From an optimization exercise on the open Yosys and OpenROAD flow, aimed at small area, a short achievable clock period and few clock cycles; shortcuts taken in it are not production practice.
Function was not checked in any run shown here: the RTL went through the layout flow alone.

## flow/design.v (module list and top-level ports; edited modules follow where they fit)
// module matrix_mult_pipelined_10: 2421 lines
// module mm10_fa: 4 lines
module matrix_mult_pipelined_10 #(parameter DATA_WIDTH = 8)(
    input clk,
    input rst,
    input in_valid,
    input [7:0] in_data,
    output reg in_ready,
    output reg out_valid,
    output reg [2*DATA_WIDTH-1:0] out_data
);
  // ...
==> flow/flow/run.sh <==
#!/bin/bash
# Standard layout (the standard.sh: unchanged synthesis and steps), with
# repair_timing asked to keep a larger setup slack than the default, so the
# resizer also speeds up paths that already meet the 10 ns clock.
bash standard.sh SETUP_SLACK_MARGIN=6.65 finish > standard.log 2>&1
==> flow/standard.sh <==
#!/bin/bash
# synth_recipe.tcl (not shown) runs the flow's synth.tcl, then flattens the netlist and writes it again
# the make line also repeats each setting of config.mk as NAME=value (left out here)
make -C /OpenROAD-flow-scripts/flow DESIGN_CONFIG=/design/flow/config.mk WORK_HOME=/design/flow/orfs CLKGATE_MAP_FILE= SYNTH_SCRIPT=/design/flow/synth_recipe.tcl "${@:-finish}"
==> flow/config.mk <==
export PLATFORM = sky130hd
export DESIGN_NAME = matrix_mult_pipelined_10
export DESIGN_NICKNAME = matrix_mult_pipelined_10
export VERILOG_FILES = /design/flow/design.v
export SDC_FILE = /design/flow/constraint.sdc
export NUM_CORES = 4
export LEC_CHECK = 0
export CAP_MARGIN = 20
export CORE_MARGIN = 2
export CORE_UTILIZATION = 65
export CTS_CLUSTER_DIAMETER = 100
export CTS_CLUSTER_SIZE = 25
export PLACE_DENSITY = 0.75
export SLEW_MARGIN = 20
export SYNTH_HIERARCHICAL = 1
export SYNTH_MINIMUM_KEEP_SIZE = 0
==> flow/constraint.sdc <==
create_clock -name core_clock -period 10.0 [get_ports {clk}]
set_input_delay 2.0000 -clock core_clock [delete_from_list [all_inputs] [get_ports {clk}]]
set_output_delay 2.0000 -clock core_clock [all_outputs]
set_load 0.01 [all_outputs]
==> flow_summary.toml, run 1 <==
[worst_hold_path]
min_path_cells = 0

[power_and_ir_drop]
p_sw_uw = 2232
p_seq_uw = 7750
p_per_area_mw_per_mm2 = 186.0
p_int_uw = 9423
comb_cell_power_uw = 29.8

[drt]
drtIter0Drc = 2229

[place]
placed_cells = 4788
postPlaceCellArea_mm2 = 0.05891

[worst_setup_path]
cp_max_fo = 3
crit_top_cell = "fa_1"

[sta]
fin_hold_ws_ns = 0.3200
worst_pin_slew_ns = 1.024
fin_setup_tns_ns = 0
grt_setup_unrepaired = "true"
min_period_ns = 3.466
fin_crit_sh = 0.3466

[logic_synthesis]
synth_compound_area_frac = 0.006587
synth-simple-area-share = 0.05126
synth_cells = 3761
synth_mux_area_frac = 0.01805
ys_seq_area_frac = 0.6871

[finish]
layout.cells.non_filler = 5013

[clocking]
cts_sinks = 1935
clkLatencyLatePin_ns = 0.70
cts_root_buffer = "clkbuf_16"
clock_path_buffers = 3

[global_routing]
antenna_found_initial = 5
grt_util_met2 = 0.3945

[status]
status = "complete, no violations"
==> run 2: changes to the inputs <==
--- a/flow/design.v
+++ b/flow/design.v
@@ -9,82 +9,94 @@
 );
     integer x, k;
     reg [3:0] ph_t, ph_u;      
     reg [3:0] ix_t, ix_u;      
     reg       half;            
     reg       cact;            
     reg       trl;             
     reg [3:0] e;               
+    reg       wr_a;            
+    reg       wr_b;            
+    reg       wr_last;         
+    reg [7:0] din_r;
     wire fire = in_valid & in_ready;
-    wire wr_a = fire & ~half;   
-    wire wr_b = fire & half;    
     wire ph_u9 = (ph_u == 4'd9);
     wire ph_t9 = (ph_t == 4'd9);
     wire ph99  = ph_u9 & ph_t9;
     wire ix_u9 = (ix_u == 4'd9);
     wire ix_t9 = (ix_t == 4'd9);
     wire ix0   = (ix_u == 4'd0) & (ix_t == 4'd0);
     wire ph_t9u0 = ph_t9 & (ph_u == 4'd0);
     wire ph89  = (ph_t == 4'd8) & ph_u9;
     wire lt_e  = (ph_u < e);                                     
     wire present = wr_b | lt_e;
     wire start90 = ph_t9u0 & present;
     wire okc = ph_t9 & (ph_t9u0 | trl) & present;                
     wire fail = ph_t9 & ~ph_t9u0 & trl & ~present;
     wire row0_v = okc & ~lt_e;                                   
     wire cact_n  = (okc & ph_u9) | (cact & ~ph89);
-    wire idle_nf = ix0 & ~half & ~(cact & ~ph89);
+    wire idle_nf = ix0 & ~half & ~cact_n;           
     wire [3:0] p1_u = ph_u9 ? 4'd0 : ph_u + 4'd1;   
     wire [3:0] p1_t = ph_u9 ? (ph_t9 ? 4'd0 : ph_t + 4'd1) : ph_t;
-    wire aligned_nf = (p1_u == ix_u) & (p1_t == ix_t);
+    wire       p1_u9 = (p1_u == 4'd9);
+    wire       p1_t9 = (p1_t == 4'd9);
+    wire [3:0] p2_u = p1_u9 ? 4'd0 : p1_u + 4'd1;   
+    wire [3:0] p2_t = p1_u9 ? (p1_t9 ? 4'd0 : p1_t + 4'd1) : p1_t;
+    wire aligned_nf = (p2_u == ix_u) & (p2_t == ix_t);
     wire rdy_nf = idle_nf | aligned_nf;             
-    wire [3:0] pn_u = idle_nf ? 4'd0 : p1_u;        
-    wire [3:0] pn_t = idle_nf ? 4'd0 : p1_t;
+    wire [3:0] pn_u = idle_nf ? 4'd9 : p1_u;        
+    wire [3:0] pn_t = idle_nf ? 4'd9 : p1_t;
     wire [3:0] i1_u = ix_u9 ? 4'd0 : ix_u + 4'd1;   
     wire [3:0] i1_t = ix_u9 ? (ix_t9 ? 4'd0 : ix_t + 4'd1) : ix_t;
     wire       i1_h = (ix_u9 & ix_t9) ? ~half : half;
+    wire       last = half & ix_u9 & ix_t9;
     always @(posedge clk or posedge rst) begin
         if (rst) begin
-            ph_t <= 4'd0; ph_u <= 4'd0;
+            ph_t <= 4'd9; ph_u <= 4'd9;
             ix_t <= 4'd0; ix_u <= 4'd0;
             half <= 1'b0;
             cact <= 1'b0;
             trl <= 1'b0;
             e <= 4'd0;
+            wr_a <= 1'b0; wr_b <= 1'b0; wr_last <= 1'b0;
             in_ready <= 1'b0;
         end else begin
             in_ready <= fire | rdy_nf;
             ph_t <= fire ? p1_t : pn_t;
             ph_u <= fire ? p1_u : pn_u;
+            wr_a <= fire & ~half;
+            wr_b <= fire & half;
+            wr_last <= fire & last;
             if (fire) begin
                 ix_t <= i1_t; ix_u <= i1_u; half <= i1_h;
             end
             cact <= cact_n;
             trl <= okc;
             if (okc & ph_u9)
                 e <= 4'd0;
             else if (fail)
                 e <= ph_u;
         end
     end
+    always @(posedge clk) din_r <= in_data;
     reg [7:0] ra [0:99];
     always @(posedge clk) begin
         for (x = 99; x > 0; x = x - 1) ra[x] <= ra[x-1];
-        ra[0] <= wr_a ? in_data : ra[99];
+        ra[0] <= wr_a ? din_r : ra[99];
     end
     reg [7:0] rb [0:99];    
     always @(posedge clk) begin
         for (k = 0; k < 10; k = k + 1) begin
             for (x = 9; x > 0; x = x - 1) rb[10*k+x] <= rb[10*k+x-1];
-            rb[10*k] <= (wr_b && ph_t == k) ? in_data : rb[10*k+9];
+            rb[10*k] <= (wr_b && ph_t == k) ? din_r : rb[10*k+9];
         end
     end
     reg [7:0] ah [0:9];
-    wire ld_row = (cact & (ph_u == 4'd0)) | (ph_t9u0 & half);
+    wire ld_row = (cact & (ph_u == 4'd0)) | start90;
     always @(posedge clk) begin
         if (ld_row)
             for (k = 0; k < 10; k = k + 1) ah[k] <= ra[89-k];
     end
     wire [7:0] ah0 = ah[0], ah1 = ah[1], ah2 = ah[2], ah3 = ah[3], ah4 = ah[4],
                ah5 = ah[5], ah6 = ah[6], ah7 = ah[7], ah8 = ah[8], ah9 = ah[9];
     wire [7:0] bb0 = rb[0],  bb1 = rb[10], bb2 = rb[20], bb3 = rb[30], bb4 = rb[40],
                bb5 = rb[50], bb6 = rb[60], bb7 = rb[70], bb8 = rb[80], bb9 = rb[90];
@@ -248,28 +260,25 @@
     reg q1753;
     reg q1754;
     reg q1755;
     reg q1756;
     reg q1757;
     reg q1758;
     reg q1759;
     reg q1760;
+    reg q1761;
     reg q1762;
-    reg q1996;
-    reg q1997;
-    reg q1998;
-    reg q1999;
-    reg q2000;
-    reg q2001;
-    reg q2002;
-    reg q2003;
-    reg q2004;
-    reg q2005;
-    reg q2006;
+    reg q1763;
+    reg q1764;
+    reg q1765;
+    reg q1766;
+    reg q1767;
+    reg q1768;
+    reg q1769;
     reg q2007;
     reg q2008;
     reg q2009;
     reg q2010;
     reg q2011;
     reg q2012;
     reg q2013;
     reg q2014;
@@ -294,17 +303,30 @@
     reg q2033;
     reg q2034;
     reg q2035;
     reg q2036;
     reg q2037;
     reg q2038;
     reg q2039;
     reg q2040;
+    reg q2041;
     reg q2042;
+    reg q2043;
+    reg q2044;
+    reg q2045;
+    reg q2046;
+    reg q2047;
+    reg q2048;
+    reg q2049;
+    reg q2050;
+    reg q2051;
+    reg q2052;
+    reg q2053;
+    reg q2054;
     wire p1 = ~(ah0[0] & bb0[0]);
     wire p2 = ~(ah0[0] & bb0[1]);
     wire p3 = ~(ah0[0] & bb0[2]);
     wire p4 = ~(ah0[0] & bb0[3]);
     wire p5 = ~(ah0[0] & bb0[4]);
     wire p6 = ~(ah0[0] & bb0[5]);
     wire p7 = ~(ah0[0] & bb0[6]);
     wire p8 = ~(ah0[0] & bb0[7]);
@@ -1424,188 +1446,191 @@
     wire s1581, c1582;
     wire s1583, c1584;
     wire s1585, c1586;
     wire s1587, c1588;
     wire s1589, c1590;
     wire s1591, c1592;
     wire s1593, c1594;
     wire s1595, c1596;
-    wire x1761 = c1456 ^ c1458 ^ c1460 ^ c1462 ^ c1588 ^ c1590 ^ c1592 ^ c1594 ^ c1596;
-    wire s1763, c1764;
-    wire s1765, c1766;
-    wire s1767, c1768;
-    wire s1769, c1770;
-    wire s1771, c1772;
-    wire s1773 = ~(q1624 ^ q1625);
-    wire c1774 = q1624 | q1625;
-    wire s1775, c1776;
-    wire s1777, c1778;
-    wire s1779, c1780;
-    wire s1781, c1782;
-    wire s1783, c1784;
-    wire s1785, c1786;
-    wire s1787, c1788;
-    wire s1789, c1790;
-    wire s1791, c1792;
-    wire s1793, c1794;
-    wire s1795, c1796;
-    wire s1797, c1798;
-    wire s1799, c1800;
-    wire s1801, c1802;
-    wire s1803, c1804;
-    wire s1805, c1806;
-    wire s1807, c1808;
-    wire s1809, c1810;
-    wire s1811, c1812;
-    wire s1813, c1814;
-    wire s1815, c1816;
-    wire s1817, c1818;
-    wire s1819, c1820;
-    wire s1821, c1822;
-    wire s1823, c1824;
-    wire s1825, c1826;
-    wire s1827, c1828;
-    wire s1829, c1830;
-    wire s1831, c1832;
-    wire s1833, c1834;
-    wire s1835, c1836;
-    wire s1837, c1838;
-    wire s1839, c1840;
-    wire s1841, c1842;
-    wire s1843, c1844;
-    wire s1845, c1846;
-    wire s1847, c1848;
-    wire s1849, c1850;
-    wire s1851 = ~(q1614 ^ q1615);
-    wire c1852 = q1614 | q1615;
-    wire s1853, c1854;
-    wire s1855, c1856;
-    wire s1857, c1858;
-    wire s1859, c1860;
-    wire s1861, c1862;
-    wire s1863, c1864;
-    wire s1865, c1866;
-    wire s1867, c1868;
-    wire s1869, c1870;
-    wire s1871, c1872;
-    wire s1873, c1874;
-    wire s1875, c1876;
-    wire s1877, c1878;
-    wire s1879, c1880;
-    wire s1881, c1882;
-    wire s1883, c1884;
-    wire s1885, c1886;
-    wire s1887, c1888;
-    wire s1889, c1890;
-    wire s1891, c1892;
-    wire s1893, c1894;
-    wire s1895, c1896;
-    wire s1897, c1898;
-    wire s1899, c1900;
-    wire s1901, c1902;
-    wire s1903, c1904;
-    wire s1905, c1906;
-    wire s1907, c1908;
-    wire s1909 = ~(q1617 ^ c1764);
-    wire c1910 = q1617 | c1764;
-    wire s1911, c1912;
-    wire s1913, c1914;
-    wire s1915, c1916;
-    wire s1917, c1918;
-    wire s1919, c1920;
-    wire s1921, c1922;
-    wire s1923, c1924;
-    wire s1925, c1926;
-    wire s1927, c1928;
-    wire s1929, c1930;
-    wire s1931, c1932;
-    wire s1933, c1934;
-    wire s1935, c1936;
-    wire s1937, c1938;
-    wire s1939, c1940;
-    wire s1941, c1942;
-    wire s1943, c1944;
-    wire s1945, c1946;
-    wire s1947, c1948;
-    wire s1949, c1950;
-    wire s1951, c1952;
-    wire s1953, c1954;
-    wire s1955, c1956;
-    wire s1957, c1958;
-    wire s1959, c1960;
-    wire s1961, c1962;
-    wire x1963 = q1762 ^ c1842 ^ c1844;
-    wire x1964 = c1846 ^ c1902 ^ c1904;
-    wire s1965 = ~(s1905 ^ q1604);
-    wire c1966 = s1905 | q1604;
-    wire s1967, c1968;
-    wire s1969, c1970;
-    wire s1971, c1972;
-    wire s1973, c1974;
-    wire s1975, c1976;
-    wire s1977, c1978;
-    wire s1979, c1980;
-    wire s1981, c1982;
-    wire s1983, c1984;
-    wire s1985, c1986;
-    wire s1987, c1988;
-    wire s1989, c1990;
-    wire s1991, c1992;
-    wire s1993, c1994;
-    wire x1995 = x1963 ^ x1964 ^ c1960;
-    wire x2041 = x1995 ^ c1962 ^ c1994;
-    wire s2043 = ~(q1996 ^ q1997);
-    wire c2044 = q1996 | q1997;
-    wire s2045, c2046;
-    wire s2047, c2048;
-    wire s2049, c2050;
-    wire s2051, c2052;
-    wire s2053, c2054;
-    wire s2055, c2056;
+    wire s1770, c1771;
+    wire s1772, c1773;
+    wire s1774, c1775;
+    wire s1776, c1777;
+    wire s1778, c1779;
+    wire s1780 = ~(q1624 ^ q1625);
+    wire c1781 = q1624 | q1625;
+    wire s1782, c1783;
+    wire s1784, c1785;
+    wire s1786, c1787;
+    wire s1788, c1789;
+    wire s1790, c1791;
+    wire s1792, c1793;
+    wire s1794, c1795;
+    wire s1796, c1797;
+    wire s1798, c1799;
+    wire s1800, c1801;
+    wire s1802, c1803;
+    wire s1804, c1805;
+    wire s1806, c1807;
+    wire s1808, c1809;
+    wire s1810, c1811;
+    wire s1812, c1813;
+    wire s1814, c1815;
+    wire s1816, c1817;
+    wire s1818, c1819;
+    wire s1820, c1821;
+    wire s1822, c1823;
+    wire s1824, c1825;
+    wire s1826, c1827;
+    wire s1828, c1829;
+    wire s1830, c1831;
+    wire s1832, c1833;
+    wire s1834, c1835;
+    wire s1836, c1837;
+    wire s1838, c1839;
+    wire s1840, c1841;
+    wire s1842, c1843;
+    wire s1844, c1845;
+    wire s1846, c1847;
+    wire s1848, c1849;
+    wire s1850, c1851;
+    wire s1852, c1853;
+    wire x1854 = q1761 ^ q1762 ^ q1763;
+    wire x1855 = q1764 ^ q1765 ^ q1766;
+    wire s1856, c1857;
+    wire s1858, c1859;
+    wire s1860 = ~(q1614 ^ q1615);
+    wire c1861 = q1614 | q1615;
+    wire s1862, c1863;
+    wire s1864, c1865;
+    wire s1866, c1867;
+    wire s1868, c1869;
+    wire s1870, c1871;
+    wire s1872, c1873;
+    wire s1874, c1875;
+    wire s1876, c1877;
+    wire s1878, c1879;
+    wire s1880, c1881;
+    wire s1882, c1883;
+    wire s1884, c1885;
+    wire s1886, c1887;
+    wire s1888, c1889;
+    wire s1890, c1891;
+    wire s1892, c1893;
+    wire s1894, c1895;
+    wire s1896, c1897;
+    wire s1898, c1899;
+    wire s1900, c1901;
+    wire s1902, c1903;
+    wire s1904, c1905;
+    wire s1906, c1907;
+    wire s1908, c1909;
+    wire s1910, c1911;
+    wire s1912, c1913;
+    wire x1914 = x1854 ^ x1855 ^ q1767;
+    wire x1915 = q1768 ^ q1769 ^ c1849;
+    wire s1916, c1917;
+    wire s1918, c1919;
+    wire s1920 = ~(q1617 ^ c1771);
+    wire c1921 = q1617 | c1771;
+    wire s1922, c1923;
+    wire s1924, c1925;
+    wire s1926, c1927;
+    wire s1928, c1929;
+    wire s1930, c1931;
+    wire s1932, c1933;
+    wire s1934, c1935;
+    wire s1936, c1937;
+    wire s1938, c1939;
+    wire s1940, c1941;
+    wire s1942, c1943;
+    wire s1944, c1945;
+    wire s1946, c1947;
+    wire s1948, c1949;
+    wire s1950, c1951;
+    wire s1952, c1953;
+    wire s1954, c1955;
+    wire s1956, c1957;
+    wire s1958, c1959;
+    wire s1960, c1961;
+    wire s1962, c1963;
+    wire s1964, c1965;
+    wire s1966, c1967;
+    wire s1968, c1969;
+    wire s1970, c1971;
+    wire s1972, c1973;
+    wire x1974 = x1914 ^ x1915 ^ c1851;
+    wire x1975 = c1853 ^ c1911 ^ c1913;
+    wire s1976 = ~(s1916 ^ q1604);
+    wire c1977 = s1916 | q1604;
+    wire s1978, c1979;
+    wire s1980, c1981;
+    wire s1982, c1983;
+    wire s1984, c1985;
+    wire s1986, c1987;
+    wire s1988, c1989;
+    wire s1990, c1991;
+    wire s1992, c1993;
+    wire s1994, c1995;
+    wire s1996, c1997;
+    wire s1998, c1999;
+    wire s2000, c2001;
+    wire s2002, c2003;
+    wire s2004, c2005;
+    wire x2006 = x1974 ^ x1975 ^ c1971;
+    wire s2055 = ~(q2007 ^ q2008);
+    wire c2056 = q2007 | q2008;
     wire s2057, c2058;
     wire s2059, c2060;
     wire s2061, c2062;
     wire s2063, c2064;
     wire s2065, c2066;
     wire s2067, c2068;
     wire s2069, c2070;
     wire s2071, c2072;
-    wire v2073 = ~s2043;
-    wire v2074 = ~q1998;
-    wire v2075 = ~s2045;
-    wire v2076 = ~c2044;
-    wire v2077 = ~s2047;
-    wire v2078 = ~c2046;
-    wire v2079 = ~s2049;
-    wire v2080 = ~c2048;
-    wire v2081 = ~s2051;
-    wire v2082 = ~c2050;
-    wire v2083 = ~s2053;
-    wire v2084 = ~c2052;
-    wire v2085 = ~s2055;
-    wire v2086 = ~c2054;
-    wire v2087 = ~s2057;
-    wire v2088 = ~c2056;
-    wire v2089 = ~s2059;
-    wire v2090 = ~c2058;
-    wire v2091 = ~s2061;
-    wire v2092 = ~c2060;
-    wire v2093 = ~s2063;
-    wire v2094 = ~c2062;
-    wire v2095 = ~s2065;
-    wire v2096 = ~c2064;
-    wire v2097 = ~s2067;
-    wire v2098 = ~c2066;
-    wire v2099 = ~s2069;
-    wire v2100 = ~c2068;
-    wire v2101 = ~s2071;
-    wire v2102 = ~c2070;
-    wire v2103 = ~q2042;
-    wire v2104 = ~c2072;
+    wire s2073, c2074;
+    wire s2075, c2076;
+    wire s2077, c2078;
+    wire s2079, c2080;
+    wire s2081, c2082;
+    wire s2083, c2084;
+    wire x2085 = q2052 ^ q2053 ^ q2054;
+    wire v2086 = ~s2055;
+    wire v2087 = ~q2009;
+    wire v2088 = ~s2057;
+    wire v2089 = ~c2056;
+    wire v2090 = ~s2059;
+    wire v2091 = ~c2058;
+    wire v2092 = ~s2061;
+    wire v2093 = ~c2060;
+    wire v2094 = ~s2063;
+    wire v2095 = ~c2062;
+    wire v2096 = ~s2065;
+    wire v2097 = ~c2064;
+    wire v2098 = ~s2067;
+    wire v2099 = ~c2066;
+    wire v2100 = ~s2069;
+    wire v2101 = ~c2068;
+    wire v2102 = ~s2071;
+    wire v2103 = ~c2070;
+    wire v2104 = ~s2073;
+    wire v2105 = ~c2072;
+    wire v2106 = ~s2075;
+    wire v2107 = ~c2074;
+    wire v2108 = ~s2077;
+    wire v2109 = ~c2076;
+    wire v2110 = ~s2079;
+    wire v2111 = ~c2078;
+    wire v2112 = ~s2081;
+    wire v2113 = ~c2080;
+    wire v2114 = ~s2083;
+    wire v2115 = ~c2082;
+    wire v2116 = ~x2085;
+    wire v2117 = ~c2084;
     mm10_fa u_s641 (.a(p6), .b(p13), .c(p20), .s(s641), .co(c642));
     mm10_fa u_s643 (.a(p27), .b(p34), .c(p41), .s(s643), .co(c644));
     mm10_fa u_s645 (.a(p70), .b(p77), .c(p84), .s(s645), .co(c646));
     mm10_fa u_s647 (.a(p7), .b(p14), .c(p21), .s(s647), .co(c648));
     mm10_fa u_s649 (.a(p28), .b(p35), .c(p42), .s(s649), .co(c650));
     mm10_fa u_s651 (.a(p49), .b(p71), .c(p78), .s(s651), .co(c652));
     mm10_fa u_s653 (.a(p85), .b(p92), .c(p99), .s(s653), .co(c654));
     mm10_fa u_s655 (.a(p106), .b(p113), .c(p135), .s(s655), .co(c656));
@@ -2063,141 +2088,141 @@
     mm10_fa u_s1581 (.a(s1451), .b(s1453), .c(c1424), .s(s1581), .co(c1582));
     mm10_fa u_s1583 (.a(c1426), .b(c1428), .c(c1430), .s(s1583), .co(c1584));
     mm10_fa u_s1585 (.a(c1432), .b(c1434), .c(c1436), .s(s1585), .co(c1586));
     mm10_fa u_s1587 (.a(s1455), .b(s1457), .c(s1459), .s(s1587), .co(c1588));
     mm10_fa u_s1589 (.a(s1461), .b(c1260), .c(c1262), .s(s1589), .co(c1590));
     mm10_fa u_s1591 (.a(c1264), .b(c1266), .c(c1440), .s(s1591), .co(c1592));
     mm10_fa u_s1593 (.a(c1442), .b(c1444), .c(c1446), .s(s1593), .co(c1594));
     mm10_fa u_s1595 (.a(c1448), .b(c1450), .c(c1452), .s(s1595), .co(c1596));
-    mm10_fa u_s1763 (.a(q1597), .b(q1598), .c(q1599), .s(s1763), .co(c1764));
-    mm10_fa u_s1765 (.a(q1607), .b(q1608), .c(q1609), .s(s1765), .co(c1766));
-    mm10_fa u_s1767 (.a(q1610), .b(q1611), .c(q1612), .s(s1767), .co(c1768));
-    mm10_fa u_s1769 (.a(q1618), .b(q1619), .c(q1620), .s(s1769), .co(c1770));
-    mm10_fa u_s1771 (.a(q1621), .b(q1622), .c(q1623), .s(s1771), .co(c1772));
-    mm10_fa u_s1775 (.a(q1629), .b(q1630), .c(q1631), .s(s1775), .co(c1776));
-    mm10_fa u_s1777 (.a(q1632), .b(q1633), .c(q1634), .s(s1777), .co(c1778));
-    mm10_fa u_s1779 (.a(q1635), .b(q1636), .c(q1637), .s(s1779), .co(c1780));
-    mm10_fa u_s1781 (.a(q1640), .b(q1641), .c(q1642), .s(s1781), .co(c1782));
-    mm10_fa u_s1783 (.a(q1643), .b(q1644), .c(q1645), .s(s1783), .co(c1784));
-    mm10_fa u_s1785 (.a(q1646), .b(q1647), .c(q1648), .s(s1785), .co(c1786));
-    mm10_fa u_s1787 (.a(q1651), .b(q1652), .c(q1653), .s(s1787), .co(c1788));
-    mm10_fa u_s1789 (.a(q1654), .b(q1655), .c(q1656), .s(s1789), .co(c1790));
-    mm10_fa u_s1791 (.a(q1657), .b(q1658), .c(q1659), .s(s1791), .co(c1792));
-    mm10_fa u_s1793 (.a(q1662), .b(q1663), .c(q1664), .s(s1793), .co(c1794));
-    mm10_fa u_s1795 (.a(q1665), .b(q1666), .c(q1667), .s(s1795), .co(c1796));
-    mm10_fa u_s1797 (.a(q1668), .b(q1669), .c(q1670), .s(s1797), .co(c1798));
-    mm10_fa u_s1799 (.a(q1673), .b(q1674), .c(q1675), .s(s1799), .co(c1800));
-    mm10_fa u_s1801 (.a(q1676), .b(q1677), .c(q1678), .s(s1801), .co(c1802));
-    mm10_fa u_s1803 (.a(q1679), .b(q1680), .c(q1681), .s(s1803), .co(c1804));
-    mm10_fa u_s1805 (.a(q1684), .b(q1685), .c(q1686), .s(s1805), .co(c1806));
-    mm10_fa u_s1807 (.a(q1687), .b(q1688), .c(q1689), .s(s1807), .co(c1808));
-    mm10_fa u_s1809 (.a(q1690), .b(q1691), .c(q1692), .s(s1809), .co(c1810));
-    mm10_fa u_s1811 (.a(q1695), .b(q1696), .c(q1697), .s(s1811), .co(c1812));
-    mm10_fa u_s1813 (.a(q1698), .b(q1699), .c(q1700), .s(s1813), .co(c1814));
-    mm10_fa u_s1815 (.a(q1701), .b(q1702), .c(q1703), .s(s1815), .co(c1816));
-    mm10_fa u_s1817 (.a(q1706), .b(q1707), .c(q1708), .s(s1817), .co(c1818));
-    mm10_fa u_s1819 (.a(q1709), .b(q1710), .c(q1711), .s(s1819), .co(c1820));
-    mm10_fa u_s1821 (.a(q1712), .b(q1713), .c(q1714), .s(s1821), .co(c1822));
-    mm10_fa u_s1823 (.a(q1717), .b(q1718), .c(q1719), .s(s1823), .co(c1824));
-    mm10_fa u_s1825 (.a(q1720), .b(q1721), .c(q1722), .s(s1825), .co(c1826));
-    mm10_fa u_s1827 (.a(q1723), .b(q1724), .c(q1725), .s(s1827), .co(c1828));
-    mm10_fa u_s1829 (.a(q1728), .b(q1729), .c(q1730), .s(s1829), .co(c1830));
-    mm10_fa u_s1831 (.a(q1731), .b(q1732), .c(q1733), .s(s1831), .co(c1832));
-    mm10_fa u_s1833 (.a(q1734), .b(q1735), .c(q1736), .s(s1833), .co(c1834));
-    mm10_fa u_s1835 (.a(q1739), .b(q1740), .c(q1741), .s(s1835), .co(c1836));
-    mm10_fa u_s1837 (.a(q1742), .b(q1743), .c(q1744), .s(s1837), .co(c1838));
-    mm10_fa u_s1839 (.a(q1745), .b(q1746), .c(q1747), .s(s1839), .co(c1840));
-    mm10_fa u_s1841 (.a(q1750), .b(q1751), .c(q1752), .s(s1841), .co(c1842));
-    mm10_fa u_s1843 (.a(q1753), .b(q1754), .c(q1755), .s(s1843), .co(c1844));
-    mm10_fa u_s1845 (.a(q1756), .b(q1757), .c(q1758), .s(s1845), .co(c1846));
-    mm10_fa u_s1847 (.a(s1763), .b(q1600), .c(q1601), .s(s1847), .co(c1848));
-    mm10_fa u_s1849 (.a(s1765), .b(s1767), .c(q1613), .s(s1849), .co(c1850));
-    mm10_fa u_s1853 (.a(s1769), .b(s1771), .c(s1773), .s(s1853), .co(c1854));
-    mm10_fa u_s1855 (.a(q1626), .b(q1627), .c(q1628), .s(s1855), .co(c1856));
-    mm10_fa u_s1857 (.a(s1775), .b(s1777), .c(s1779), .s(s1857), .co(c1858));
-    mm10_fa u_s1859 (.a(q1638), .b(q1639), .c(c1770), .s(s1859), .co(c1860));
-    mm10_fa u_s1861 (.a(s1781), .b(s1783), .c(s1785), .s(s1861), .co(c1862));
-    mm10_fa u_s1863 (.a(q1649), .b(q1650), .c(c1776), .s(s1863), .co(c1864));
-    mm10_fa u_s1865 (.a(s1787), .b(s1789), .c(s1791), .s(s1865), .co(c1866));
-    mm10_fa u_s1867 (.a(q1660), .b(q1661), .c(c1782), .s(s1867), .co(c1868));
-    mm10_fa u_s1869 (.a(s1793), .b(s1795), .c(s1797), .s(s1869), .co(c1870));
-    mm10_fa u_s1871 (.a(q1671), .b(q1672), .c(c1788), .s(s1871), .co(c1872));
-    mm10_fa u_s1873 (.a(s1799), .b(s1801), .c(s1803), .s(s1873), .co(c1874));
-    mm10_fa u_s1875 (.a(q1682), .b(q1683), .c(c1794), .s(s1875), .co(c1876));
-    mm10_fa u_s1877 (.a(s1805), .b(s1807), .c(s1809), .s(s1877), .co(c1878));
-    mm10_fa u_s1879 (.a(q1693), .b(q1694), .c(c1800), .s(s1879), .co(c1880));
-    mm10_fa u_s1881 (.a(s1811), .b(s1813), .c(s1815), .s(s1881), .co(c1882));
-    mm10_fa u_s1883 (.a(q1704), .b(q1705), .c(c1806), .s(s1883), .co(c1884));
-    mm10_fa u_s1885 (.a(s1817), .b(s1819), .c(s1821), .s(s1885), .co(c1886));
-    mm10_fa u_s1887 (.a(q1715), .b(q1716), .c(c1812), .s(s1887), .co(c1888));
-    mm10_fa u_s1889 (.a(s1823), .b(s1825), .c(s1827), .s(s1889), .co(c1890));
-    mm10_fa u_s1891 (.a(q1726), .b(q1727), .c(c1818), .s(s1891), .co(c1892));
-    mm10_fa u_s1893 (.a(s1829), .b(s1831), .c(s1833), .s(s1893), .co(c1894));
-    mm10_fa u_s1895 (.a(q1737), .b(q1738), .c(c1824), .s(s1895), .co(c1896));
-    mm10_fa u_s1897 (.a(s1835), .b(s1837), .c(s1839), .s(s1897), .co(c1898));
-    mm10_fa u_s1899 (.a(q1748), .b(q1749), .c(c1830), .s(s1899), .co(c1900));
-    mm10_fa u_s1901 (.a(s1841), .b(s1843), .c(s1845), .s(s1901), .co(c1902));
-    mm10_fa u_s1903 (.a(q1759), .b(q1760), .c(c1836), .s(s1903), .co(c1904));
-    mm10_fa u_s1905 (.a(s1847), .b(q1602), .c(q1603), .s(s1905), .co(c1906));
-    mm10_fa u_s1907 (.a(s1849), .b(s1851), .c(q1616), .s(s1907), .co(c1908));
-    mm10_fa u_s1911 (.a(s1853), .b(s1855), .c(c1766), .s(s1911), .co(c1912));
-    mm10_fa u_s1913 (.a(c1768), .b(c1850), .c(c1852), .s(s1913), .co(c1914));
-    mm10_fa u_s1915 (.a(s1857), .b(s1859), .c(c1772), .s(s1915), .co(c1916));
-    mm10_fa u_s1917 (.a(c1774), .b(c1854), .c(c1856), .s(s1917), .co(c1918));
-    mm10_fa u_s1919 (.a(s1861), .b(s1863), .c(c1778), .s(s1919), .co(c1920));
-    mm10_fa u_s1921 (.a(c1780), .b(c1858), .c(c1860), .s(s1921), .co(c1922));
-    mm10_fa u_s1923 (.a(s1865), .b(s1867), .c(c1784), .s(s1923), .co(c1924));
-    mm10_fa u_s1925 (.a(c1786), .b(c1862), .c(c1864), .s(s1925), .co(c1926));
-    mm10_fa u_s1927 (.a(s1869), .b(s1871), .c(c1790), .s(s1927), .co(c1928));
-    mm10_fa u_s1929 (.a(c1792), .b(c1866), .c(c1868), .s(s1929), .co(c1930));
-    mm10_fa u_s1931 (.a(s1873), .b(s1875), .c(c1796), .s(s1931), .co(c1932));
-    mm10_fa u_s1933 (.a(c1798), .b(c1870), .c(c1872), .s(s1933), .co(c1934));
-    mm10_fa u_s1935 (.a(s1877), .b(s1879), .c(c1802), .s(s1935), .co(c1936));
-    mm10_fa u_s1937 (.a(c1804), .b(c1874), .c(c1876), .s(s1937), .co(c1938));
-    mm10_fa u_s1939 (.a(s1881), .b(s1883), .c(c1808), .s(s1939), .co(c1940));
-    mm10_fa u_s1941 (.a(c1810), .b(c1878), .c(c1880), .s(s1941), .co(c1942));
-    mm10_fa u_s1943 (.a(s1885), .b(s1887), .c(c1814), .s(s1943), .co(c1944));
-    mm10_fa u_s1945 (.a(c1816), .b(c1882), .c(c1884), .s(s1945), .co(c1946));
-    mm10_fa u_s1947 (.a(s1889), .b(s1891), .c(c1820), .s(s1947), .co(c1948));
-    mm10_fa u_s1949 (.a(c1822), .b(c1886), .c(c1888), .s(s1949), .co(c1950));
-    mm10_fa u_s1951 (.a(s1893), .b(s1895), .c(c1826), .s(s1951), .co(c1952));
-    mm10_fa u_s1953 (.a(c1828), .b(c1890), .c(c1892), .s(s1953), .co(c1954));
-    mm10_fa u_s1955 (.a(s1897), .b(s1899), .c(c1832), .s(s1955), .co(c1956));
-    mm10_fa u_s1957 (.a(c1834), .b(c1894), .c(c1896), .s(s1957), .co(c1958));
-    mm10_fa u_s1959 (.a(s1901), .b(s1903), .c(c1838), .s(s1959), .co(c1960));
-    mm10_fa u_s1961 (.a(c1840), .b(c1898), .c(c1900), .s(s1961), .co(c1962));
-    mm10_fa u_s1967 (.a(s1907), .b(s1909), .c(c1848), .s(s1967), .co(c1968));
-    mm10_fa u_s1969 (.a(s1911), .b(s1913), .c(c1908), .s(s1969), .co(c1970));
-    mm10_fa u_s1971 (.a(s1915), .b(s1917), .c(c1912), .s(s1971), .co(c1972));
-    mm10_fa u_s1973 (.a(s1919), .b(s1921), .c(c1916), .s(s1973), .co(c1974));
-    mm10_fa u_s1975 (.a(s1923), .b(s1925), .c(c1920), .s(s1975), .co(c1976));
-    mm10_fa u_s1977 (.a(s1927), .b(s1929), .c(c1924), .s(s1977), .co(c1978));
-    mm10_fa u_s1979 (.a(s1931), .b(s1933), .c(c1928), .s(s1979), .co(c1980));
-    mm10_fa u_s1981 (.a(s1935), .b(s1937), .c(c1932), .s(s1981), .co(c1982));
-    mm10_fa u_s1983 (.a(s1939), .b(s1941), .c(c1936), .s(s1983), .co(c1984));
-    mm10_fa u_s1985 (.a(s1943), .b(s1945), .c(c1940), .s(s1985), .co(c1986));
-    mm10_fa u_s1987 (.a(s1947), .b(s1949), .c(c1944), .s(s1987), .co(c1988));
-    mm10_fa u_s1989 (.a(s1951), .b(s1953), .c(c1948), .s(s1989), .co(c1990));
-    mm10_fa u_s1991 (.a(s1955), .b(s1957), .c(c1952), .s(s1991), .co(c1992));
-    mm10_fa u_s1993 (.a(s1959), .b(s1961), .c(c1956), .s(s1993), .co(c1994));
-    mm10_fa u_s2045 (.a(q1999), .b(q2000), .c(q2001), .s(s2045), .co(c2046));
-    mm10_fa u_s2047 (.a(q2002), .b(q2003), .c(q2004), .s(s2047), .co(c2048));
-    mm10_fa u_s2049 (.a(q2005), .b(q2006), .c(q2007), .s(s2049), .co(c2050));
-    mm10_fa u_s2051 (.a(q2008), .b(q2009), .c(q2010), .s(s2051), .co(c2052));
-    mm10_fa u_s2053 (.a(q2011), .b(q2012), .c(q2013), .s(s2053), .co(c2054));
-    mm10_fa u_s2055 (.a(q2014), .b(q2015), .c(q2016), .s(s2055), .co(c2056));
-    mm10_fa u_s2057 (.a(q2017), .b(q2018), .c(q2019), .s(s2057), .co(c2058));
-    mm10_fa u_s2059 (.a(q2020), .b(q2021), .c(q2022), .s(s2059), .co(c2060));
-    mm10_fa u_s2061 (.a(q2023), .b(q2024), .c(q2025), .s(s2061), .co(c2062));
-    mm10_fa u_s2063 (.a(q2026), .b(q2027), .c(q2028), .s(s2063), .co(c2064));
-    mm10_fa u_s2065 (.a(q2029), .b(q2030), .c(q2031), .s(s2065), .co(c2066));
-    mm10_fa u_s2067 (.a(q2032), .b(q2033), .c(q2034), .s(s2067), .co(c2068));
-    mm10_fa u_s2069 (.a(q2035), .b(q2036), .c(q2037), .s(s2069), .co(c2070));
-    mm10_fa u_s2071 (.a(q2038), .b(q2039), .c(q2040), .s(s2071), .co(c2072));
+    mm10_fa u_s1770 (.a(q1597), .b(q1598), .c(q1599), .s(s1770), .co(c1771));
+    mm10_fa u_s1772 (.a(q1607), .b(q1608), .c(q1609), .s(s1772), .co(c1773));
+    mm10_fa u_s1774 (.a(q1610), .b(q1611), .c(q1612), .s(s1774), .co(c1775));
+    mm10_fa u_s1776 (.a(q1618), .b(q1619), .c(q1620), .s(s1776), .co(c1777));
+    mm10_fa u_s1778 (.a(q1621), .b(q1622), .c(q1623), .s(s1778), .co(c1779));
+    mm10_fa u_s1782 (.a(q1629), .b(q1630), .c(q1631), .s(s1782), .co(c1783));
+    mm10_fa u_s1784 (.a(q1632), .b(q1633), .c(q1634), .s(s1784), .co(c1785));
+    mm10_fa u_s1786 (.a(q1635), .b(q1636), .c(q1637), .s(s1786), .co(c1787));
+    mm10_fa u_s1788 (.a(q1640), .b(q1641), .c(q1642), .s(s1788), .co(c1789));
+    mm10_fa u_s1790 (.a(q1643), .b(q1644), .c(q1645), .s(s1790), .co(c1791));
+    mm10_fa u_s1792 (.a(q1646), .b(q1647), .c(q1648), .s(s1792), .co(c1793));
+    mm10_fa u_s1794 (.a(q1651), .b(q1652), .c(q1653), .s(s1794), .co(c1795));
+    mm10_fa u_s1796 (.a(q1654), .b(q1655), .c(q1656), .s(s1796), .co(c1797));
+    mm10_fa u_s1798 (.a(q1657), .b(q1658), .c(q1659), .s(s1798), .co(c1799));
+    mm10_fa u_s1800 (.a(q1662), .b(q1663), .c(q1664), .s(s1800), .co(c1801));
+    mm10_fa u_s1802 (.a(q1665), .b(q1666), .c(q1667), .s(s1802), .co(c1803));
+    mm10_fa u_s1804 (.a(q1668), .b(q1669), .c(q1670), .s(s1804), .co(c1805));
+    mm10_fa u_s1806 (.a(q1673), .b(q1674), .c(q1675), .s(s1806), .co(c1807));
+    mm10_fa u_s1808 (.a(q1676), .b(q1677), .c(q1678), .s(s1808), .co(c1809));
+    mm10_fa u_s1810 (.a(q1679), .b(q1680), .c(q1681), .s(s1810), .co(c1811));
+    mm10_fa u_s1812 (.a(q1684), .b(q1685), .c(q1686), .s(s1812), .co(c1813));
+    mm10_fa u_s1814 (.a(q1687), .b(q1688), .c(q1689), .s(s1814), .co(c1815));
+    mm10_fa u_s1816 (.a(q1690), .b(q1691), .c(q1692), .s(s1816), .co(c1817));
+    mm10_fa u_s1818 (.a(q1695), .b(q1696), .c(q1697), .s(s1818), .co(c1819));
+    mm10_fa u_s1820 (.a(q1698), .b(q1699), .c(q1700), .s(s1820), .co(c1821));
+    mm10_fa u_s1822 (.a(q1701), .b(q1702), .c(q1703), .s(s1822), .co(c1823));
+    mm10_fa u_s1824 (.a(q1706), .b(q1707), .c(q1708), .s(s1824), .co(c1825));
+    mm10_fa u_s1826 (.a(q1709), .b(q1710), .c(q1711), .s(s1826), .co(c1827));
+    mm10_fa u_s1828 (.a(q1712), .b(q1713), .c(q1714), .s(s1828), .co(c1829));
+    mm10_fa u_s1830 (.a(q1717), .b(q1718), .c(q1719), .s(s1830), .co(c1831));
+    mm10_fa u_s1832 (.a(q1720), .b(q1721), .c(q1722), .s(s1832), .co(c1833));
+    mm10_fa u_s1834 (.a(q1723), .b(q1724), .c(q1725), .s(s1834), .co(c1835));
+    mm10_fa u_s1836 (.a(q1728), .b(q1729), .c(q1730), .s(s1836), .co(c1837));
+    mm10_fa u_s1838 (.a(q1731), .b(q1732), .c(q1733), .s(s1838), .co(c1839));
+    mm10_fa u_s1840 (.a(q1734), .b(q1735), .c(q1736), .s(s1840), .co(c1841));
+    mm10_fa u_s1842 (.a(q1739), .b(q1740), .c(q1741), .s(s1842), .co(c1843));
+    mm10_fa u_s1844 (.a(q1742), .b(q1743), .c(q1744), .s(s1844), .co(c1845));
+    mm10_fa u_s1846 (.a(q1745), .b(q1746), .c(q1747), .s(s1846), .co(c1847));
+    mm10_fa u_s1848 (.a(q1750), .b(q1751), .c(q1752), .s(s1848), .co(c1849));
+    mm10_fa u_s1850 (.a(q1753), .b(q1754), .c(q1755), .s(s1850), .co(c1851));
+    mm10_fa u_s1852 (.a(q1756), .b(q1757), .c(q1758), .s(s1852), .co(c1853));
+    mm10_fa u_s1856 (.a(s1770), .b(q1600), .c(q1601), .s(s1856), .co(c1857));
+    mm10_fa u_s1858 (.a(s1772), .b(s1774), .c(q1613), .s(s1858), .co(c1859));
+    mm10_fa u_s1862 (.a(s1776), .b(s1778), .c(s1780), .s(s1862), .co(c1863));
+    mm10_fa u_s1864 (.a(q1626), .b(q1627), .c(q1628), .s(s1864), .co(c1865));
+    mm10_fa u_s1866 (.a(s1782), .b(s1784), .c(s1786), .s(s1866), .co(c1867));
+    mm10_fa u_s1868 (.a(q1638), .b(q1639), .c(c1777), .s(s1868), .co(c1869));
+    mm10_fa u_s1870 (.a(s1788), .b(s1790), .c(s1792), .s(s1870), .co(c1871));
+    mm10_fa u_s1872 (.a(q1649), .b(q1650), .c(c1783), .s(s1872), .co(c1873));
+    mm10_fa u_s1874 (.a(s1794), .b(s1796), .c(s1798), .s(s1874), .co(c1875));
+    mm10_fa u_s1876 (.a(q1660), .b(q1661), .c(c1789), .s(s1876), .co(c1877));
+    mm10_fa u_s1878 (.a(s1800), .b(s1802), .c(s1804), .s(s1878), .co(c1879));
+    mm10_fa u_s1880 (.a(q1671), .b(q1672), .c(c1795), .s(s1880), .co(c1881));
+    mm10_fa u_s1882 (.a(s1806), .b(s1808), .c(s1810), .s(s1882), .co(c1883));
+    mm10_fa u_s1884 (.a(q1682), .b(q1683), .c(c1801), .s(s1884), .co(c1885));
+    mm10_fa u_s1886 (.a(s1812), .b(s1814), .c(s1816), .s(s1886), .co(c1887));
+    mm10_fa u_s1888 (.a(q1693), .b(q1694), .c(c1807), .s(s1888), .co(c1889));
+    mm10_fa u_s1890 (.a(s1818), .b(s1820), .c(s1822), .s(s1890), .co(c1891));
+    mm10_fa u_s1892 (.a(q1704), .b(q1705), .c(c1813), .s(s1892), .co(c1893));
+    mm10_fa u_s1894 (.a(s1824), .b(s1826), .c(s1828), .s(s1894), .co(c1895));
+    mm10_fa u_s1896 (.a(q1715), .b(q1716), .c(c1819), .s(s1896), .co(c1897));
+    mm10_fa u_s1898 (.a(s1830), .b(s1832), .c(s1834), .s(s1898), .co(c1899));
+    mm10_fa u_s1900 (.a(q1726), .b(q1727), .c(c1825), .s(s1900), .co(c1901));
+    mm10_fa u_s1902 (.a(s1836), .b(s1838), .c(s1840), .s(s1902), .co(c1903));
+    mm10_fa u_s1904 (.a(q1737), .b(q1738), .c(c1831), .s(s1904), .co(c1905));
+    mm10_fa u_s1906 (.a(s1842), .b(s1844), .c(s1846), .s(s1906), .co(c1907));
+    mm10_fa u_s1908 (.a(q1748), .b(q1749), .c(c1837), .s(s1908), .co(c1909));
+    mm10_fa u_s1910 (.a(s1848), .b(s1850), .c(s1852), .s(s1910), .co(c1911));
+    mm10_fa u_s1912 (.a(q1759), .b(q1760), .c(c1843), .s(s1912), .co(c1913));
+    mm10_fa u_s1916 (.a(s1856), .b(q1602), .c(q1603), .s(s1916), .co(c1917));
+    mm10_fa u_s1918 (.a(s1858), .b(s1860), .c(q1616), .s(s1918), .co(c1919));
+    mm10_fa u_s1922 (.a(s1862), .b(s1864), .c(c1773), .s(s1922), .co(c1923));
+    mm10_fa u_s1924 (.a(c1775), .b(c1859), .c(c1861), .s(s1924), .co(c1925));
+    mm10_fa u_s1926 (.a(s1866), .b(s1868), .c(c1779), .s(s1926), .co(c1927));
+    mm10_fa u_s1928 (.a(c1781), .b(c1863), .c(c1865), .s(s1928), .co(c1929));
+    mm10_fa u_s1930 (.a(s1870), .b(s1872), .c(c1785), .s(s1930), .co(c1931));
+    mm10_fa u_s1932 (.a(c1787), .b(c1867), .c(c1869), .s(s1932), .co(c1933));
+    mm10_fa u_s1934 (.a(s1874), .b(s1876), .c(c1791), .s(s1934), .co(c1935));
+    mm10_fa u_s1936 (.a(c1793), .b(c1871), .c(c1873), .s(s1936), .co(c1937));
+    mm10_fa u_s1938 (.a(s1878), .b(s1880), .c(c1797), .s(s1938), .co(c1939));
+    mm10_fa u_s1940 (.a(c1799), .b(c1875), .c(c1877), .s(s1940), .co(c1941));
+    mm10_fa u_s1942 (.a(s1882), .b(s1884), .c(c1803), .s(s1942), .co(c1943));
+    mm10_fa u_s1944 (.a(c1805), .b(c1879), .c(c1881), .s(s1944), .co(c1945));
+    mm10_fa u_s1946 (.a(s1886), .b(s1888), .c(c1809), .s(s1946), .co(c1947));
+    mm10_fa u_s1948 (.a(c1811), .b(c1883), .c(c1885), .s(s1948), .co(c1949));
+    mm10_fa u_s1950 (.a(s1890), .b(s1892), .c(c1815), .s(s1950), .co(c1951));
+    mm10_fa u_s1952 (.a(c1817), .b(c1887), .c(c1889), .s(s1952), .co(c1953));
+    mm10_fa u_s1954 (.a(s1894), .b(s1896), .c(c1821), .s(s1954), .co(c1955));
+    mm10_fa u_s1956 (.a(c1823), .b(c1891), .c(c1893), .s(s1956), .co(c1957));
+    mm10_fa u_s1958 (.a(s1898), .b(s1900), .c(c1827), .s(s1958), .co(c1959));
+    mm10_fa u_s1960 (.a(c1829), .b(c1895), .c(c1897), .s(s1960), .co(c1961));
+    mm10_fa u_s1962 (.a(s1902), .b(s1904), .c(c1833), .s(s1962), .co(c1963));
+    mm10_fa u_s1964 (.a(c1835), .b(c1899), .c(c1901), .s(s1964), .co(c1965));
+    mm10_fa u_s1966 (.a(s1906), .b(s1908), .c(c1839), .s(s1966), .co(c1967));
+    mm10_fa u_s1968 (.a(c1841), .b(c1903), .c(c1905), .s(s1968), .co(c1969));
+    mm10_fa u_s1970 (.a(s1910), .b(s1912), .c(c1845), .s(s1970), .co(c1971));
+    mm10_fa u_s1972 (.a(c1847), .b(c1907), .c(c1909), .s(s1972), .co(c1973));
+    mm10_fa u_s1978 (.a(s1918), .b(s1920), .c(c1857), .s(s1978), .co(c1979));
+    mm10_fa u_s1980 (.a(s1922), .b(s1924), .c(c1919), .s(s1980), .co(c1981));
+    mm10_fa u_s1982 (.a(s1926), .b(s1928), .c(c1923), .s(s1982), .co(c1983));
+    mm10_fa u_s1984 (.a(s1930), .b(s1932), .c(c1927), .s(s1984), .co(c1985));
+    mm10_fa u_s1986 (.a(s1934), .b(s1936), .c(c1931), .s(s1986), .co(c1987));
+    mm10_fa u_s1988 (.a(s1938), .b(s1940), .c(c1935), .s(s1988), .co(c1989));
+    mm10_fa u_s1990 (.a(s1942), .b(s1944), .c(c1939), .s(s1990), .co(c1991));
+    mm10_fa u_s1992 (.a(s1946), .b(s1948), .c(c1943), .s(s1992), .co(c1993));
+    mm10_fa u_s1994 (.a(s1950), .b(s1952), .c(c1947), .s(s1994), .co(c1995));
+    mm10_fa u_s1996 (.a(s1954), .b(s1956), .c(c1951), .s(s1996), .co(c1997));
+    mm10_fa u_s1998 (.a(s1958), .b(s1960), .c(c1955), .s(s1998), .co(c1999));
+    mm10_fa u_s2000 (.a(s1962), .b(s1964), .c(c1959), .s(s2000), .co(c2001));
+    mm10_fa u_s2002 (.a(s1966), .b(s1968), .c(c1963), .s(s2002), .co(c2003));
+    mm10_fa u_s2004 (.a(s1970), .b(s1972), .c(c1967), .s(s2004), .co(c2005));
+    mm10_fa u_s2057 (.a(q2010), .b(q2011), .c(q2012), .s(s2057), .co(c2058));
+    mm10_fa u_s2059 (.a(q2013), .b(q2014), .c(q2015), .s(s2059), .co(c2060));
+    mm10_fa u_s2061 (.a(q2016), .b(q2017), .c(q2018), .s(s2061), .co(c2062));
+    mm10_fa u_s2063 (.a(q2019), .b(q2020), .c(q2021), .s(s2063), .co(c2064));
+    mm10_fa u_s2065 (.a(q2022), .b(q2023), .c(q2024), .s(s2065), .co(c2066));
+    mm10_fa u_s2067 (.a(q2025), .b(q2026), .c(q2027), .s(s2067), .co(c2068));
+    mm10_fa u_s2069 (.a(q2028), .b(q2029), .c(q2030), .s(s2069), .co(c2070));
+    mm10_fa u_s2071 (.a(q2031), .b(q2032), .c(q2033), .s(s2071), .co(c2072));
+    mm10_fa u_s2073 (.a(q2034), .b(q2035), .c(q2036), .s(s2073), .co(c2074));
+    mm10_fa u_s2075 (.a(q2037), .b(q2038), .c(q2039), .s(s2075), .co(c2076));
+    mm10_fa u_s2077 (.a(q2040), .b(q2041), .c(q2042), .s(s2077), .co(c2078));
+    mm10_fa u_s2079 (.a(q2043), .b(q2044), .c(q2045), .s(s2079), .co(c2080));
+    mm10_fa u_s2081 (.a(q2046), .b(q2047), .c(q2048), .s(s2081), .co(c2082));
+    mm10_fa u_s2083 (.a(q2049), .b(q2050), .c(q2051), .s(s2083), .co(c2084));
     always @(posedge clk) begin
         q1597 <= p1;
         q1598 <= p65;
         q1599 <= p129;
         q1600 <= p193;
         q1601 <= p257;
         q1602 <= p321;
         q1603 <= p385;
@@ -2353,66 +2378,76 @@
         q1753 <= s1593;
         q1754 <= s1595;
         q1755 <= c1454;
         q1756 <= c1578;
         q1757 <= c1580;
         q1758 <= c1582;
         q1759 <= c1584;
         q1760 <= c1586;
-        q1762 <= x1761;
-        q1996 <= s1965;
-        q1997 <= q1605;
-        q1998 <= q1606;
-        q1999 <= s1967;
-        q2000 <= c1906;
-        q2001 <= c1966;
-        q2002 <= s1969;
-        q2003 <= c1910;
-        q2004 <= c1968;
-        q2005 <= s1971;
-        q2006 <= c1914;
-        q2007 <= c1970;
-        q2008 <= s1973;
-        q2009 <= c1918;
-        q2010 <= c1972;
-        q2011 <= s1975;
-        q2012 <= c1922;
-        q2013 <= c1974;
-        q2014 <= s1977;
-        q2015 <= c1926;
-        q2016 <= c1976;
-        q2017 <= s1979;
-        q2018 <= c1930;
-        q2019 <= c1978;
-        q2020 <= s1981;
-        q2021 <= c1934;
-        q2022 <= c1980;
-        q2023 <= s1983;
-        q2024 <= c1938;
-        q2025 <= c1982;
-        q2026 <= s1985;
-        q2027 <= c1942;
-        q2028 <= c1984;
-        q2029 <= s1987;
-        q2030 <= c1946;
-        q2031 <= c1986;
-        q2032 <= s1989;
-        q2033 <= c1950;
-        q2034 <= c1988;
-        q2035 <= s1991;
-        q2036 <= c1954;
-        q2037 <= c1990;
-        q2038 <= s1993;
-        q2039 <= c1958;
-        q2040 <= c1992;
-        q2042 <= x2041;
+        q1761 <= c1456;
+        q1762 <= c1458;
+        q1763 <= c1460;
+        q1764 <= c1462;
+        q1765 <= c1588;
+        q1766 <= c1590;
+        q1767 <= c1592;
+        q1768 <= c1594;
+        q1769 <= c1596;
+        q2007 <= s1976;
+        q2008 <= q1605;
+        q2009 <= q1606;
+        q2010 <= s1978;
+        q2011 <= c1917;
+        q2012 <= c1977;
+        q2013 <= s1980;
+        q2014 <= c1921;
+        q2015 <= c1979;
+        q2016 <= s1982;
+        q2017 <= c1925;
+        q2018 <= c1981;
+        q2019 <= s1984;
+        q2020 <= c1929;
+        q2021 <= c1983;
+        q2022 <= s1986;
+        q2023 <= c1933;
+        q2024 <= c1985;
+        q2025 <= s1988;
+        q2026 <= c1937;
+        q2027 <= c1987;
+        q2028 <= s1990;
+        q2029 <= c1941;
+        q2030 <= c1989;
+        q2031 <= s1992;
+        q2032 <= c1945;
+        q2033 <= c1991;
+        q2034 <= s1994;
+        q2035 <= c1949;
+        q2036 <= c1993;
+        q2037 <= s1996;
+        q2038 <= c1953;
+        q2039 <= c1995;
+        q2040 <= s1998;
+        q2041 <= c1957;
+        q2042 <= c1997;
+        q2043 <= s2000;
+        q2044 <= c1961;
+        q2045 <= c1999;
+        q2046 <= s2002;
+        q2047 <= c1965;
+        q2048 <= c2001;
+        q2049 <= s2004;
+        q2050 <= c1969;
+        q2051 <= c2003;
+        q2052 <= x2006;
+        q2053 <= c1973;
+        q2054 <= c2005;
     end
-    wire [15:0] s_x = {v2103, v2101, v2099, v2097, v2095, v2093, v2091, v2089, v2087, v2085, v2083, v2081, v2079, v2077, v2075, v2073};
-    wire [15:0] s_y = {v2104, v2102, v2100, v2098, v2096, v2094, v2092, v2090, v2088, v2086, v2084, v2082, v2080, v2078, v2076, v2074};
+    wire [15:0] s_x = {v2116, v2114, v2112, v2110, v2108, v2106, v2104, v2102, v2100, v2098, v2096, v2094, v2092, v2090, v2088, v2086};
+    wire [15:0] s_y = {v2117, v2115, v2113, v2111, v2109, v2107, v2105, v2103, v2101, v2099, v2097, v2095, v2093, v2091, v2089, v2087};
     always @(posedge clk) out_data <= s_x + s_y;
     reg [NCUT:0] vp;
     always @(posedge clk or posedge rst) begin
         if (rst) begin
             vp <= 0; out_valid <= 1'b0;
         end else begin
             vp <= {vp[NCUT-1:0], cact | row0_v};
             out_valid <= vp[NCUT];
==> run 2 against run 1 <==
Largest cell class unchanged. Hold slack got worse by 0.014 ns. Register-to-register slack improved by 0.09 ns. Flip-flop and latch count rose by 20. Non-clock buffer count fell by 15. Clock-buffer cell count rose by 4. Die area rose by 1.4%. Core utilization fell by 0.56 points. Area after synthesis rose by 1.4%. Design area rose by 0.74%. Still clean on timing, DRC and antenna. Via count rose by 1.1%.
==> flow_summary.toml, run 2 <==
[clocking]
cts_tree = "done"
cts_sinks = 1955
cts.hold.buffers_added = 0
clock_path_buffers = 3
cts_root_buffer = "clkbuf_16"
cts_made_buffers = 88
clkLatencyLatePin_ns = 0.72
h-tree-depth = 3
clk_pin_slew_ns = 0.11

[logic_synthesis]
synth_warnings = 10
ys_seq_area_frac = 0.6847
synth_cells = 3826
ys_ff_latch = 1955
synth_most_common_cell = "dfxtp_1"
mappedNetlistArea_mm2 = 0.05856
synth-async-reset-ratio = 0.01535
syn_nets = 4464
synth_fa_ha_area_frac = 0.2100
ys_types = 72
synthTopCellsByCount = "1845 x dfxtp_1, 655 x nand2_1, 593 x fa_1"
synth_top_cell_by_area = "dfxtp_1"
synth_area_leaders = "dfxtp_1 63%, fa_1 20%, nand2_1 4.2%"
avgSynthCellArea_um2 = 15.31
synth_mux_area_frac = 0.01814
synth_top_family_by_area = "adder cells"
synth-edff-count = 80
synthFlopType = "dfxtp_1"
synth_compound_area_frac = 0.01028
synth_xor_area_frac = 0.005833
yosys.area.top_type_share = 0.6307
synth-simple-area-share = 0.05344

[sta]
fin_crit_sh = 0.3374
fin_hold_ws_ns = 0.3064
max_clock_freq_mhz = 296.4
grt_setup_unrepaired = "true"
min_period_ns = 3.374
fin_setup_tns_ns = 0
setup_viol = 0
skew_ns = 0.03858
fin_ws_ns = 6.626
slew_headroom = 0.2657
slew_violations = 0
worst_pin_slew_ns = 1.100
hold_violations = 0

[worst_setup_path]
crit_family = "adder cells"
crit_top_cell = "fa_1"
cp-end-kind = "flip-flop"
arrival_ns = 4.03
critPathKind = "flip-flop to flip-flop"
startpoint_type = "flip-flop"
max_stage_delay_ns = 0.56
crit_buf_inv = 1
cp_slowest_cell = "fa_1"
cp_cell_sequence = "buf_4 -> nand2_1 -> fa_1 -> fa_1 -> fa_1 -> fa_1 -> fa_1"
cp_max_fo = 4
required_ns = 10.66

[floorplan]
start_util = 0.6536
core_area_mm2 = 0.08960
die_w_um = 304.2
dieArea_mm2 = 0.09251
io_pins = 29
rows = 110
die_h_um = 304.2

[drt]
antenna_left = 0
via_per_inst = 5.183
wl_per_cell_um = 22.69
drc_errors = 0
vias = 26300
firstDrtPassIters = 5
routed_wl_um = 115100
drtIter0Drc = 2050

[flow_run]
drv_cap = 0

[finish]
nets = 4505
num-fill-cells = 5711
drive_above_1_share = 0.1021
syn_to_final_growth_pct = 7.794
final_cell_area_mm2 = 0.06312
largestRegisters = "ra (800), rb (800), ah (80)"
final_cell_mix = "1792 x dfxtp_1, 647 x nand2_1, 570 x fa_1"
layout_commonest_cell = "dfxtp_1"

[global_routing]
antenna_found_initial = 3
first_global_vias = 28260
grt_max_degree = 59
grt_overflow = 0
track_usage = 0.2580
grt_pass1_wl_um = 173700

[place]
numPortBuffers = 28
dpl_worst_slack_ns = 6.323
hpwl_um = 81860
postPlaceCellArea_mm2 = 0.05967
routabilityCongestion = 0.9214

[power_and_ir_drop]
p_total_uw = 11760
irDropWorstVdd_mv = 0.2164
p_leak_uw = 0.02095
p_per_area_mw_per_mm2 = 186.3

[worst_hold_path]
hp-class = "flip-flop to flip-flop"

[status]
status = "complete, no violations"
==> run 2: cell count changes after synthesis, moves of 5 or more <==
cell and change:
nand3_1 +6, nor2_1 -5, a211o_1 +5, nand2_1 +13, dfxtp_1 +18, buf_2 +5
==> run 2: report_power, final <==
| group | internal (uW) | switching (uW) |
|---|---|---|
| Sequential | 7820 | 11.0 |
| Clock | 1650 | 2270 |
| Combinational | 3.97 | 4.96 |
| Total | 9470 | 2280 |
==> run 2: final timing paths <==
kind,startpoint,to,slack [ns],cells after the start
setup / recovery,ah[1][1],q1651,6.63,7
hold / removal,rb[97][5],rb[98][5],0.31,0
setup reg to reg,ah[1][1],q1651,6.63,7
hold reg to reg,rb[97][5],rb[98][5],0.31,0
max in group asynchronous,rst,ix_t[3],7.89,2
min in group asynchronous,rst,out_valid,1.68,2
==> run 2: Yosys stat by module (local to each module, per instance) <==
module | area (um2) | flops+latches | cells inside
mm10_fa | 20.02 | 0 | 1
matrix_mult_pipelined_10 | 46710 | 1955 | 3234
==> run 2: cell families (layout without fill, tap and decap cells) <==
group,count (synthesis),in the layout
other,0,1
adder cells (fa/ha/maj),627,627
AO/OA/AOI/OAI,82,82
XOR/XNOR,39,39
buffers and inverters,269,341
flip-flops,1955,1955
AND/OR/NAND/NOR,759,759
multiplexers,95,95
==> run 2: worst register-to-register path: cells and delay by family (launching register included) <==
kind                     cells  cell delay [ns]
AND/OR/NAND/NOR              1             0.07
adder cells (fa/ha/maj)      5             2.55
buffers and inverters        1             0.19
flip-flops                   1             0.51
==> run 2: what timing repair did <==
action / 4_1_cts / 5_1_grt
endpoints found under the hold margin: 0 / 0
setup buffers: 78 / 17
endpoints found under the setup margin: 82 / 105
resized for setup: 99 / 50
pin swaps: 18 / 32
==> run 2: per-stage QoR <==
stage          utilization  instances
5_1_grt             0.7045       5074
6_report            0.7045       5075
3_3_place_gp        0.6660       4857
4_1_cts             0.7017       5056
2_1_floorplan            -       3826
3_5_place_dp        0.6660       4857
==> run 2: routing by layer <==
metal | wire length [um] | global-route usage | up-vias
li1 | - | - | 11790
met5 | 0 | 0 | -
met3 | 6355 | 0.04353 | 255
met4 | 6345 | 0.1274 | 0
met2 | 53960 | 0.4115 | 893
met1 | 48460 | 0.3480 | 13360
==> run 2: final cells by class <==
cell class / instances / area [um2] / share of cell area
Sequential cell: 1955 / 40240 / 0.6374
Multi-Input combinational cell: 1602 / 17520 / 0.2776
Clock buffer: 112 / 2313 / 0.03665
Tap cell: 1176 / 1471 / 0.02331
Timing Repair Buffer: 131 / 1142 / 0.01810
Inverter: 89 / 334.1 / 0.005292
Clock inverter: 9 / 101.3 / 0.001606
Antenna cell: 1 / 2.502 / 0.00003964

[static timing again, ports no longer ideal]
No port has a modelled driver above. Below, the same layouts with a new extraction and two added sets of constraints.
Step 1 assumes that a clkbuf_16 drives the clock port and a buf_2 every other input.
Step 2 adds t to the input delays and takes it off the output delays; t is the mean of the earliest and latest rising clock arrival at the registers after step 1. Input paths then give back, and output paths get back, about the clock's delay inside the block.
a / b / c = ideal / step 1 / step 2; a / b = the first two.
| run | shift t [ns] | slack for setup (ns) | worst data-port slew with drivers (ns) | cell pins on the clock port's net |
|---|---|---|---|---|
| run 1 | 0.758 | 6.534 / 6.534 / 5.990 | 0.04 | 1 |
| run 2 | 0.768 | 6.626 / 6.626 / 6.314 | 0.03 | 1 |
After both steps setup and hold are still met in every run listed. The setup slack of run 1, which loses most, moves by 0.000 ns with the drivers and by -0.544 ns with both steps.
